This design comes from an exercise in tuning for a short achievable clock period and few clock cycles on the open sky130 flow, not from production work.

## try-harbor
## MIPS_Pipe
module MIPS_Pipe (
    input  clk, reset,
    input  [31:0] imem_rdata,
    input  [31:0] dmem_rdata,
    output [31:0] imem_addr,
    output [31:0] dmem_addr,
    output [31:0] dmem_wdata,
    output dmem_we
);
genvar k;
reg  [31:0] pc_f;
wire [31:0] pc_in;
wire [31:0] pc_in_o;
dff #(.W(32)) pc_out (.clk(clk), .d(pc_in_o), .q(imem_addr));
reg z, boot;
always @(posedge clk) z <= ~reset;
always @(posedge clk or negedge reset)
    if (!reset) boot <= 1'b1;
    else boot <= 1'b0;
wire fetch_ok = ~boot | z;
wire        j_f;
opdec #(.OP(6'b000010)) jdec_f (.op(imem_rdata[31:26]), .y(j_f));
wire        hit_t_f, bhit_f;
wire [9:0]  btgt_f;
wire [9:0]  blow_f;
wire        ue_v, ud_v;
wire [9:0]  ud_pc;
wire [9:0]  ud_jf;
wire        fold_ok = (pc_f[31:12] == 20'd0);
btb btb_u (.clk(clk), .rst(reset), .pc(pc_f[11:2]),
           .ue_v(ue_v), .ue_pc(bpc_e), .ue_taken(taken_e), .ue_tgt(bt_e[11:2]),
           .ud_v(ud_v), .ud_pc(ud_pc), .ud_jf(ud_jf), .fold_ok(fold_ok),
           .hit_t(hit_t_f), .hit(bhit_f), .tgt(btgt_f), .nlow(blow_f));
wire [31:0] pcp4_f;
inc4 inc_f (.a(pc_f), .y(pcp4_f));
wire [31:0] jt_f   = {pcp4_f[31:28], imem_rdata[25:0], 2'b00};
wire [31:0] btb_pc_f = {pc_f[31:12], blow_f, 2'b00};
wire        predt_f = hit_t_f & ~j_f;
wire [29:0] immp1_f = {{14{imem_rdata[15]}}, imem_rdata[15:0]} + 30'd1;
wire [31:0] immx_f  = {immp1_f, 2'b00};
wire [5:0]  op_f  = imem_rdata[31:26];
wire [5:0]  fn_f  = imem_rdata[5:0];
wire is_r_f    = (op_f == 6'b000000);
wire is_addi_f = (op_f == 6'b001000);
wire is_lw_f   = (op_f == 6'b100011);
  ...
Size: about 12000 cells after synthesis.
Settings: LEC_CHECK=0, CAP_MARGIN=20, CORE_MARGIN=2, CORE_UTILIZATION=50, CTS_CLUSTER_DIAMETER=60, CTS_CLUSTER_SIZE=20, SLEW_MARGIN=20, SYNTH_HIERARCHICAL=1; clock period 12.0 ns.
standard.sh (not shown) runs the stock make flow with config.mk's settings and CLKGATE_MAP_FILE= SYNTH_SCRIPT=/design/flow/synth_recipe.tcl, a recipe that flattens the netlist after the stock synthesis.
==> flow/flow/run.sh <==
#!/bin/bash
set -euo pipefail
MARGIN=$(cat flow/setup_margin)
CTSD=$(cat flow/cts_buf_distance)
RES=orfs/results/${FLOW_PLATFORM}/MIPS_Pipe/base
bash standard.sh SETUP_SLACK_MARGIN="$MARGIN" CTS_BUF_DISTANCE="$CTSD" 3_3_place_gp > flow_make_place.log 2>&1
openroad -no_init -exit -threads "${NUM_CORES:-8}" flow/move_out_regs.tcl > flow_move_out_regs.log 2>&1
bash standard.sh SETUP_SLACK_MARGIN="$MARGIN" CTS_BUF_DISTANCE="$CTSD" > flow_make_rest.log 2>&1
==> flow/flow/cts_buf_distance <==
150
==> flow/flow/move_out_regs.tcl <==
# Move each flip-flop that drives an output port's buffer next to that buffer.
set odb orfs/results/$::env(FLOW_PLATFORM)/MIPS_Pipe/base/3_3_place_gp.odb
read_db $odb
set block [ord::get_db_block]
set core [$block getCoreArea]
set cx [expr {([$core xMin] + [$core xMax]) / 2}]
set cy [expr {([$core yMin] + [$core yMax]) / 2}]
set moved 0
foreach bt [$block getBTerms] {
  if {[$bt getIoType] ne "OUTPUT"} { continue }
  set net [$bt getNet]
  set buf ""
  foreach it [$net getITerms] { if {[$it isOutputSignal]} { set buf [$it getInst] } }
  if {$buf eq ""} { continue }
  set innet ""
  foreach it [$buf getITerms] { if {[$it isInputSignal]} { set innet [$it getNet] } }
  if {$innet eq ""} { continue }
  set ff ""
  set nload 0
  foreach it [$innet getITerms] {
    if {[$it isOutputSignal]} { set ff [$it getInst] } else { incr nload }
  }
  if {$ff eq "" || $nload != 1} { continue }
  if {![string match "*df*" [[$ff getMaster] getName]]} { continue }
  set loc [$buf getLocation]
  set x [lindex $loc 0]
  set y [lindex $loc 1]
  # a few microns from the buffer, towards the core centre
  set dx [expr {$cx > $x ? 3000 : -3000}]
  set dy [expr {$cy > $y ? 3000 : -3000}]
  $ff setLocation [expr {$x + $dx}] [expr {$y + $dy}]
  $ff setPlacementStatus PLACED
  incr moved
  puts "moved [$ff getName] next to [$buf getName] for [$bt getName]"
}
puts "moved $moved flip-flops"
write_db $odb
==> flow/flow/setup_margin <==
8.5
try-harbor | status: complete | timing, DRC, antenna: pass
Input-level comparison between try-onyx and try-harbor:
diff --git a/flow/design.v b/flow/design.v
--- a/flow/design.v
+++ b/flow/design.v
@@ -4027,44 +4027,44 @@
                      ({32{and_e}} & (a_e & b_e)) | ({32{or_e}} & (a_e | b_e)) |
                      {31'd0, slt_e & lt_e} | ({32{el_e}} & dmem_rdata);
 wire taken_e;
 beq_cmp cmp_u (.res_m(res_mc), .res_w(res_w), .opa(opa_e), .opb(opb_e),
                .fa_m(fa_m_e), .fa_w(fa_w_e), .fb_m(fb_m_e), .fb_w(fb_w_e),
                .taken(taken_e));
 wire tmatch_e = (pch_e == bt_e[31:12]) & (btgt_e == bt_e[11:2]);
 wire redir_t = beq_e & (predt_e ? ~tmatch_e : ~same_e);
 wire redir_n = beq_e & predt_e & ~(same_e & tmatch_e);
-wire [31:0] pc_t0, pc_n0;
 wire [31:0] pc_t1, pc_n1;
 ao5 pcsel_t (.s({redir_t, {3{~redir_t}} & {s_hold, s_rd, s_p}}),
              .x4(bt_e), .x3(pc_f), .x2(pcp4_d), .x1(pcp4_f), .y(pc_t1));
 ao5 pcsel_n (.s({redir_n, {3{~redir_n}} & {s_hold, s_rd, s_p}}),
              .x4(pcp4_e), .x3(pc_f), .x2(pcp4_d), .x1(pcp4_f), .y(pc_n1));
-late_sel #(.W(32)) jsel_t (.s(j_f & s_p & ~redir_t), .x1(jt_f), .x0(pc_t1), .y(pc_t0));
-late_sel #(.W(32)) jsel_n (.s(j_f & s_p & ~redir_n), .x1(jt_f), .x0(pc_n1), .y(pc_n0));
 wire is_nop_d = ~wr_d & ~is_sw_d & ~is_beq_d & ~is_j_d;
 assign ue_v  = beq_e & (taken_e | predt_e);
 assign ud_v  = valid_d & (is_j_d | is_nop_d) & (pc_d[31:12] == 20'd0) & (pc_d[11:2] != 10'd0) &
                (is_j_d ? (instr_d[25:10] == 16'd0) : (pcp4_d[31:12] == 20'd0));
 assign ud_pc = pc_d[11:2] - 10'd1;
 assign ud_jf = is_j_d ? instr_d[9:0] : pcp4_d[11:2];
 wire vd = stall_d ? valid_d : ~redir_d;
 wire b0 = stall_d | ~valid_d;
 wire valid_d_next, bubble_d;
 wire [31:0] pc_tn, pc_tn_o;
 wire bsel;
 late_sel #(.W(35)) tsel_u (.s(taken_e),
-    .x1({pc_t0, ~redir_t & vd, redir_t | b0, s_p & ~redir_t}),
-    .x0({pc_n0, ~redir_n & vd, redir_n | b0, s_p & ~redir_n}),    
+    .x1({pc_t1, ~redir_t & vd, redir_t | b0, s_p & ~redir_t}),
+    .x0({pc_n1, ~redir_n & vd, redir_n | b0, s_p & ~redir_n}),    
     .y({pc_tn, valid_d_next, bubble_d, bsel}));
-late_sel #(.W(32)) tsel_o (.s(taken_e), .x1(pc_t0), .x0(pc_n0), .y(pc_tn_o));
-late_sel #(.W(32)) bsel_u (.s(bhit_f & bsel & ~j_f), .x1(btb_pc_f), .x0(pc_tn),   .y(pc_in));
-late_sel #(.W(32)) bsel_o (.s(bhit_f & bsel & ~j_f), .x1(btb_pc_f), .x0(pc_tn_o), .y(pc_in_o));
+late_sel #(.W(32)) tsel_o (.s(taken_e), .x1(pc_t1), .x0(pc_n1), .y(pc_tn_o));
+wire [31:0] pc_j, pc_j_o;
+late_sel #(.W(32)) jsel_u (.s(j_f & bsel), .x1(jt_f), .x0(pc_tn),   .y(pc_j));
+late_sel #(.W(32)) jsel_o (.s(j_f & bsel), .x1(jt_f), .x0(pc_tn_o), .y(pc_j_o));
+late_sel #(.W(32)) bsel_u (.s(bhit_f & bsel & ~j_f), .x1(btb_pc_f), .x0(pc_j),   .y(pc_in));
+late_sel #(.W(32)) bsel_o (.s(bhit_f & bsel & ~j_f), .x1(btb_pc_f), .x0(pc_j_o), .y(pc_in_o));
 mul_pipe mul_u (.clk(clk), .res_m(res_mc), .res_w(res_w),
                 .opa(opa_e), .opb(opb_e), .sel_d(sel_next), .p(mul_p));
 reg  [31:0] sd_m;
 reg         we_m;
 dff #(.W(32)) addr_out (.clk(clk), .d(el_d ? {22'd0, addr10_d} : alu_e), .q(dmem_addr));
 dff #(.W(32)) res_mc_u (.clk(clk), .d(alu_e),   .q(res_mc));
 assign dmem_wdata = sd_m;
 assign dmem_we    = we_m;
 integer i;
--- outcome ---
try-onyx: full flow OK, the timing, DRC and antenna checks passed. Summary: with try-harbor as the reference, global-route wire length before repair in try-onyx moved up slightly. Diff try-harbor and try-onyx: final cell area excluding filler cells lower in try-harbor. Beginning of the critical path = we_m: try-onyx; beginning of the critical path = pc_f[2]: try-harbor. try-onyx vs try-harbor: final clock period utilization by the worst path down. The higher non-clock buffer count of try-harbor and try-onyx is in try-onyx. The share of the final layout cell area in multi-input gates on try-harbor is in line with that on try-onyx.
No functional check of the RTL was part of any run of this note.

## afterwards: timing with drivers on the ports
No port has a modelled driver above. Below, the same layouts with a new extraction and two added sets of constraints. Step 1 assumes that a clkbuf_16 drives the clock port and a buf_2 every other input. Step 2 also shifts input and output timing later by t, the mid clock arrival at the registers, as if the neighbouring blocks saw the same clock. Slacks: ideal ports / drivers / drivers and shift; pairs: ideal ports / drivers.
run	t, ns	setup slack, ns	cell pins on the clock port's net
try-harbor	1.035	7.922 / 7.922 / 6.969	1
try-onyx	1.050	8.090 / 7.971 / 7.283	1
After both steps setup and hold are still met in every run listed. For try-harbor, which loses most, drivers alone change the setup slack by 0.000 ns; drivers and shift together by -0.953 ns.
